Background: an optimization exercise with open tools, aiming at small area, a short achievable clock period and few clock cycles per item. Do not read the settings as production practice. The RTL was checked by simulation tests, not by an equivalence proof against the original design. Power is estimated from default activity; no workload was simulated.

==> design.v <==
module CRC_xor2(input a, input b, output y);
assign y = a ^ b;
endmodule
module CRC_xnor2(input a, input b, output y);
assign y = ~(a ^ b);
endmodule
module CRC(
input           clk,
input           rst_n,
input  [23:0]   Din,
input           valid,
input  [15:0]   size,
output [14:0]   checksum,
output          done
);
reg busy;              
wire en;               
wire [15:0] bn;        
reg  [15:0] b;         
always @(posedge clk or negedge rst_n)
 if (~rst_n) busy <= 1'b0;
 else busy <= ~busy & valid;
always @(posedge clk) b <= bn;
assign en = ~(size[1] & ~size[0]);
wire t24, t25, t26, t27, t28, t29, t30, t31, t32, t33, t34, t35, t36, t37, t38, t39, t40, t41, t42, t43, t44, t45, t46, t47, t48, t49, t50, t51, t52, t53, t54, t55, t56, t57, t58, t59, t60, t61, t62, t63, t64, t65, t66, t67, t68, t69, t70, t71, t72, t73, t74, t75, t76, t77, t78, t79, t80, t81, t82, t83, t84, t85, t86, t87, t88, t89, t90, t91, t92, t93, t94;
wire k16, k18, k19, k22, k23, k24, k28, k37, k41, k70, k84;    
assign k16 = ~(Din[16] & en);
assign k18 = ~(Din[18] & en);
assign k19 = ~(Din[19] & en);
assign k22 = ~(Din[22] & en);
assign k23 = ~(Din[23] & en);
assign k24 = ~(t24 & en);
assign k28 = ~(t28 & en);
assign k37 = ~(t37 & en);
assign k41 = ~(t41 & en);
assign k70 = ~(t70 & en);
assign k84 = ~(t84 & en);
CRC_xor2 u24 (.a(Din[18]), .b(Din[20]), .y(t24));
CRC_xor2 u25 (.a(Din[4]), .b(Din[11]), .y(t25));
CRC_xor2 u26 (.a(Din[8]), .b(Din[15]), .y(t26));
CRC_xor2 u27 (.a(Din[3]), .b(Din[9]), .y(t27));
CRC_xor2 u28 (.a(Din[21]), .b(Din[23]), .y(t28));
CRC_xor2 u29 (.a(Din[12]), .b(t25), .y(t29));
CRC_xor2 u30 (.a(Din[3]), .b(Din[10]), .y(t30));
CRC_xor2 u31 (.a(Din[1]), .b(Din[5]), .y(t31));
CRC_xnor2 u32 (.a(Din[13]), .b(k19), .y(t32));
CRC_xor2 u33 (.a(Din[2]), .b(t26), .y(t33));
CRC_xor2 u34 (.a(Din[0]), .b(t27), .y(t34));
CRC_xor2 u35 (.a(Din[6]), .b(Din[14]), .y(t35));
CRC_xor2 u36 (.a(Din[13]), .b(Din[14]), .y(t36));
CRC_xor2 u37 (.a(Din[17]), .b(Din[22]), .y(t37));
CRC_xnor2 u38 (.a(Din[12]), .b(k18), .y(t38));
CRC_xor2 u39 (.a(Din[7]), .b(t30), .y(t39));
CRC_xor2 u40 (.a(t29), .b(t39), .y(t40));
CRC_xor2 u41 (.a(Din[21]), .b(t24), .y(t41));
CRC_xor2 u42 (.a(Din[6]), .b(t32), .y(t42));
CRC_xor2 u43 (.a(Din[11]), .b(t33), .y(t43));
CRC_xor2 u44 (.a(Din[2]), .b(t35), .y(t44));
CRC_xnor2 u45 (.a(k24), .b(t25), .y(t45));
CRC_xor2 u46 (.a(Din[4]), .b(Din[8]), .y(t46));
CRC_xor2 u47 (.a(Din[10]), .b(Din[12]), .y(t47));
CRC_xnor2 u48 (.a(k23), .b(t36), .y(t48));
CRC_xor2 u49 (.a(t31), .b(t46), .y(t49));
CRC_xor2 u50 (.a(t47), .b(t48), .y(t50));
CRC_xor2 u51 (.a(t49), .b(t50), .y(t51));
CRC_xnor2 u52 (.a(t36), .b(k37), .y(t52));
CRC_xor2 u53 (.a(t52), .b(t45), .y(t53));
CRC_xnor2 u54 (.a(Din[5]), .b(k37), .y(t54));
CRC_xor2 u55 (.a(t34), .b(t54), .y(t55));
CRC_xor2 u56 (.a(Din[9]), .b(t38), .y(t56));
CRC_xor2 u57 (.a(t56), .b(t43), .y(t57));
CRC_xnor2 u58 (.a(Din[5]), .b(k16), .y(t58));
CRC_xor2 u59 (.a(t58), .b(t44), .y(t59));
CRC_xor2 u60 (.a(t29), .b(t59), .y(t60));
CRC_xnor2 u61 (.a(k22), .b(t31), .y(t61));
CRC_xor2 u62 (.a(t61), .b(t40), .y(t62));
CRC_xnor2 u63 (.a(t26), .b(k28), .y(t63));
CRC_xor2 u64 (.a(t63), .b(t42), .y(t64));
CRC_xor2 u65 (.a(Din[9]), .b(Din[1]), .y(t65));
CRC_xor2 u66 (.a(Din[0]), .b(t65), .y(t66));
CRC_xor2 u67 (.a(t44), .b(t66), .y(t67));
CRC_xnor2 u68 (.a(k41), .b(t67), .y(t68));
CRC_xor2 u69 (.a(Din[17]), .b(Din[19]), .y(t69));
CRC_xor2 u70 (.a(Din[18]), .b(t69), .y(t70));
CRC_xnor2 u71 (.a(k70), .b(t40), .y(t71));
CRC_xor2 u72 (.a(Din[4]), .b(Din[15]), .y(t72));
CRC_xnor2 u73 (.a(k19), .b(t30), .y(t73));
CRC_xor2 u74 (.a(t72), .b(t73), .y(t74));
CRC_xor2 u75 (.a(Din[3]), .b(Din[6]), .y(t75));
CRC_xnor2 u76 (.a(k19), .b(t75), .y(t76));
CRC_xnor2 u77 (.a(k28), .b(t76), .y(t77));
CRC_xor2 u78 (.a(t45), .b(t77), .y(t78));
CRC_xor2 u79 (.a(Din[15]), .b(Din[10]), .y(t79));
CRC_xnor2 u80 (.a(k16), .b(t79), .y(t80));
CRC_xnor2 u81 (.a(k24), .b(t80), .y(t81));
CRC_xor2 u82 (.a(t42), .b(t81), .y(t82));
CRC_xor2 u83 (.a(Din[16]), .b(Din[22]), .y(t83));
CRC_xor2 u84 (.a(t83), .b(t28), .y(t84));
CRC_xor2 u85 (.a(t38), .b(t34), .y(t85));
CRC_xnor2 u86 (.a(k84), .b(t85), .y(t86));
CRC_xor2 u87 (.a(t31), .b(t34), .y(t87));
CRC_xor2 u88 (.a(t43), .b(t87), .y(t88));
CRC_xnor2 u89 (.a(Din[8]), .b(k22), .y(t89));
CRC_xnor2 u90 (.a(t27), .b(k28), .y(t90));
CRC_xor2 u91 (.a(t32), .b(t89), .y(t91));
CRC_xor2 u92 (.a(t90), .b(t91), .y(t92));
CRC_xor2 u93 (.a(Din[13]), .b(t33), .y(t93));
CRC_xnor2 u94 (.a(k41), .b(t93), .y(t94));
assign bn[0] = t51;
assign bn[1] = t53;
assign bn[2] = t55;
assign bn[3] = t57;
assign bn[4] = t60;
assign bn[5] = t62;
assign bn[6] = t64;
assign bn[7] = t68;
assign bn[8] = t71;
assign bn[9] = t74;
assign bn[10] = t78;
assign bn[11] = t82;
assign bn[12] = t86;
assign bn[13] = t88;
assign bn[14] = t92;
assign bn[15] = t94;
CRC_xor2 o5 (.a(b[1]), .b(b[0]), .y(checksum[5]));
CRC_xor2 o10 (.a(b[2]), .b(b[0]), .y(checksum[10]));
CRC_xor2 o11 (.a(b[3]), .b(b[0]), .y(checksum[11]));
CRC_xor2 o2 (.a(b[4]), .b(b[14]), .y(checksum[2]));
CRC_xor2 o9 (.a(b[5]), .b(b[10]), .y(checksum[9]));
CRC_xor2 o6 (.a(b[6]), .b(b[3]), .y(checksum[6]));
CRC_xor2 o7 (.a(b[7]), .b(b[1]), .y(checksum[7]));
CRC_xor2 o0 (.a(b[8]), .b(b[7]), .y(checksum[0]));
CRC_xor2 o12 (.a(b[9]), .b(b[4]), .y(checksum[12]));
CRC_xor2 o8 (.a(b[10]), .b(b[2]), .y(checksum[8]));
CRC_xor2 o13 (.a(b[11]), .b(b[8]), .y(checksum[13]));
CRC_xor2 o4 (.a(b[12]), .b(b[8]), .y(checksum[4]));
CRC_xor2 o14 (.a(b[13]), .b(b[11]), .y(checksum[14]));
CRC_xor2 o3 (.a(b[14]), .b(b[13]), .y(checksum[3]));
CRC_xor2 o1 (.a(b[15]), .b(b[5]), .y(checksum[1]));
assign done = busy;
endmodule
==> flow/run.sh <==
#!/bin/bash
# The standard layout, with the port buffers made from the smallest plain buffer
# (buf_1) instead of the cell buffer_ports picks by itself (clkdlybuf4s50_1).
set -euo pipefail
bash standard.sh finish 'BUFFER_PORTS_ARGS=-buffer_cell sky130_fd_sc_hd__buf_1' > standard_flow.log 2>&1
==> standard.sh <==
#!/bin/bash
# synth_recipe.tcl (not shown) runs the flow's synth.tcl, then flattens the netlist and writes it again
# the make line also repeats each setting of config.mk as NAME=value (left out here)
make -C /OpenROAD-flow-scripts/flow DESIGN_CONFIG=/design/flow/config.mk WORK_HOME=/design/flow/orfs CLKGATE_MAP_FILE= SYNTH_SCRIPT=/design/flow/synth_recipe.tcl "${@:-finish}"
==> config.mk <==
export PLATFORM = sky130hd
export DESIGN_NAME = CRC
export DESIGN_NICKNAME = CRC
export VERILOG_FILES = /design/flow/design.v
export SDC_FILE = /design/flow/constraint.sdc
export NUM_CORES = 4
export LEC_CHECK = 0
export CAP_MARGIN = 20
export CORE_AREA = 2.5 2.5 65.5 65.5
export CTS_BUF_LIST = sky130_fd_sc_hd__clkbuf_4
export DIE_AREA = 0 0 68 68
export SLEW_MARGIN = 20
export SYNTH_HIERARCHICAL = 1
export SYNTH_MINIMUM_KEEP_SIZE = 0
==> constraint.sdc <==
create_clock -name core_clock -period 5.5 [get_ports {clk}]
set_input_delay 1.1000 -clock core_clock [delete_from_list [all_inputs] [get_ports {clk}]]
set_output_delay 1.1000 -clock core_clock [all_outputs]
set_load 0.01 [all_outputs]
==> run summary <==
CTS resizes=0; VDD IR max=0.0000830 V; die area=4620 µm²; # IOs=59; Slew Limit Fails=0; CTS max path bufs=2; CP required=4400 ps; Worst-Skew Late Latency=280 ps; Area Overhead vs Synth=20.8%; core area=3910 µm²; slew at the pin closest to its max-slew limit=379 ps; max-cap viol count=0; routed wl met3=191 µm; FF+latch count, synth=17; Period minus WS final=2150 ps; fmax=466 MHz; # nets final=208; Clock Pin Slew Worst Setup and Hold Paths=90 ps; TNS Setup=0 ps; relative slew slack=74.6%; H-tree depth=1; DR iter-0 viols=6; yosys warns=7; DP Wirelength=2030 µm; layout cell share with drive strength beyond 1=3.05%; setup slack at placement=3090 ps; DR vias/cell=3.80; pwr dens=406 nW/µm²; DRT met1 WL=968 µm; die height=68 µm; Mapped Avg Cell Area=10.0 µm²; Critical Path Source=b[8]; Period Utilization, post-route=39.0%; Initial Util=29.9%; CP endpoint kind=output port; Worst EP arrival=1050 ps; startpoint of the worst hold path=busy; TritonRoute pass-1 iters=4; worst-path fanout max=3; mapped cell area=1170 µm²; Placer Congestion=0.854; WS Path Type=reg2out; global-route wire length before repair=3530 µm; Port Buffer Count=44; status=finished clean; GRT Overall Usage=10.3%; WL met2=1020 µm; total clock sinks=17; Remaining DRCs=0; WL per Instance=10.3 µm; Hold Vio Cnt, Final=0; initial antenna violation count=0; CTS tree=done; CTS buffer count=3; highest routed layer=met4; CTS Root Cell=clkbuf_4; Min-Delay Path Class=reg2reg; cell count after synthesis=117; setup violators final=0; post-cts hold buffer count=0; Leakage=0.589 nW; Synth area leader=xor2_1; sequential fraction of the synthesis area=29.5%; final WL=2200 µm; n_diodes=0; Die X=68 µm; post-route ant nets=0; RR Startpoint=busy; Syn Nets=160; skew final=0 ps; RSZ-0062 raised after global routing=no; Via Count=813; Site Rows=23; Post-CTS Setup Inserts=0; top cell type's share of synthesized area=49.4%; largest net degree at the start of global routing=12; final worst setup slack=3350 ps; ranking of synthesized cells by area=xor2_1 (49%), dfxtp_1 (27%), xnor2_1 (15%); Yosys cell types=8; gr ovfl total=0; vias in the first global route=779; CP Launch Type=flop
-- layout by cell type, fill, tap and decap left out, drive strengths merged --
cell and n:
buf 44, nor2b 1, nand2 11, clkbuf 3, xor2 66, dfrtp 1
xnor2 20, nand2b 1, dfxtp 16, clkinv 1
-- cell usage after synthesis, drive strengths merged --
library cell and instances:
buf 1, dfrtp 1, dfxtp 16, nand2 11
nand2b 1, nor2b 1, xnor2 20, xor2 66
-- worst max-delay path: stages, from the launching register on --
cell	delay [ps]
dfxtp_1	420
xor2_1	180
buf_1	170
-- report_power, final --
| group | total (W) | switching [W] | leakage, nW | internal (W) |
|---|---|---|---|---|
| clock network | 0.0000623 | 0.0000353 | 0.0177 | 0.0000270 |
| logic | 0.000298 | 0.000169 | 0.424 | 0.000129 |
| registers | 0.000214 | 0.0000390 | 0.148 | 0.000175 |
-- routing by layer --
layer	track usage (%)	vias to the layer above
met4	4.50	0
li1	-	445
met2	16.9	33
met1	13.3	333
met3	1.81	2
met5	0	-
-- final timing paths --
path	to	slack [ps]	cells past startpoint
worst max register to register	busy	4930	1
worst max-delay path	checksum[4]	3350	2
min in group asynchronous	busy	560	1
max in group asynchronous	busy	4840	1
worst min-delay path	busy	440	1
worst min register to register	busy	440	1
-- final cells by class --
cell class | count | area, µm²
clock buffer | 3 | 22.5
clock inverter | 1 | 5.00
fill | 456 | 2500
multi-input combinational | 99 | 815
sequential | 17 | 345
tap | 50 | 62.6
timing repair buffer | 44 | 165
-- per-stage QoR --
step                util (%)  cells  cell area, µm²  power, W  hold WS, ps
global placement        35.5    210            1390  0.000524          411
finish                  36.2    214            1420  0.000574          442
detailed placement      35.5    210            1390  0.000526          442
global route            36.2    214            1420  0.000631          468
CTS                     36.2    214            1420  0.000590          456
floorplan                  -    117            1170  0.000417          468
-- registers in the layout, summed over array words and instances, names as in the netlist --
name  flops
busy      1
b        16
-- modules after synthesis (local to each module, per instance) --
module     flops+latches  cell area (µm²)  cells  times used
CRC_xnor2              0             8.76      1          20
CRC_xor2               0             8.76      1          66
CRC                   17              418     31           1
-- cell families after synthesis --
family	after synthesis	synth area share [%]
XOR/XNOR	86	64.3
flip-flops	17	29.5
AND/OR/NAND/NOR	13	5.24
buffers and inverters	1	0.961
Testbench counts, summed over its fixed seeds: cycles 24,000, items 12,000.

re-timing with driven ports:
The flow's constraints put no driver on any port. The routed layout listed below was extracted and timed again, unchanged, in two steps.
Step 1, drivers: a clkbuf_16 drives clk and a buf_2 each remaining input, both assumed.
Step 2 adds t to the input delays and takes it off the output delays; t is the mean of the earliest and latest rising clock arrival at the registers after step 1. Input paths then give back, and output paths get back, about the clock's delay inside the block.
a / b / c = ideal / step 1 / step 2; a / b = the first two.
shift t [ns]: 0.298
setup slack, ns: 3.354 / 3.335 / 3.107
slew at the worst register clock pin (ns): 0.09 / 0.09
cell pins on the clock port's net: 1
After both steps setup and hold are still met in this run. For this run, drivers alone change the setup slack by -0.019 ns; drivers and shift together by -0.247 ns.
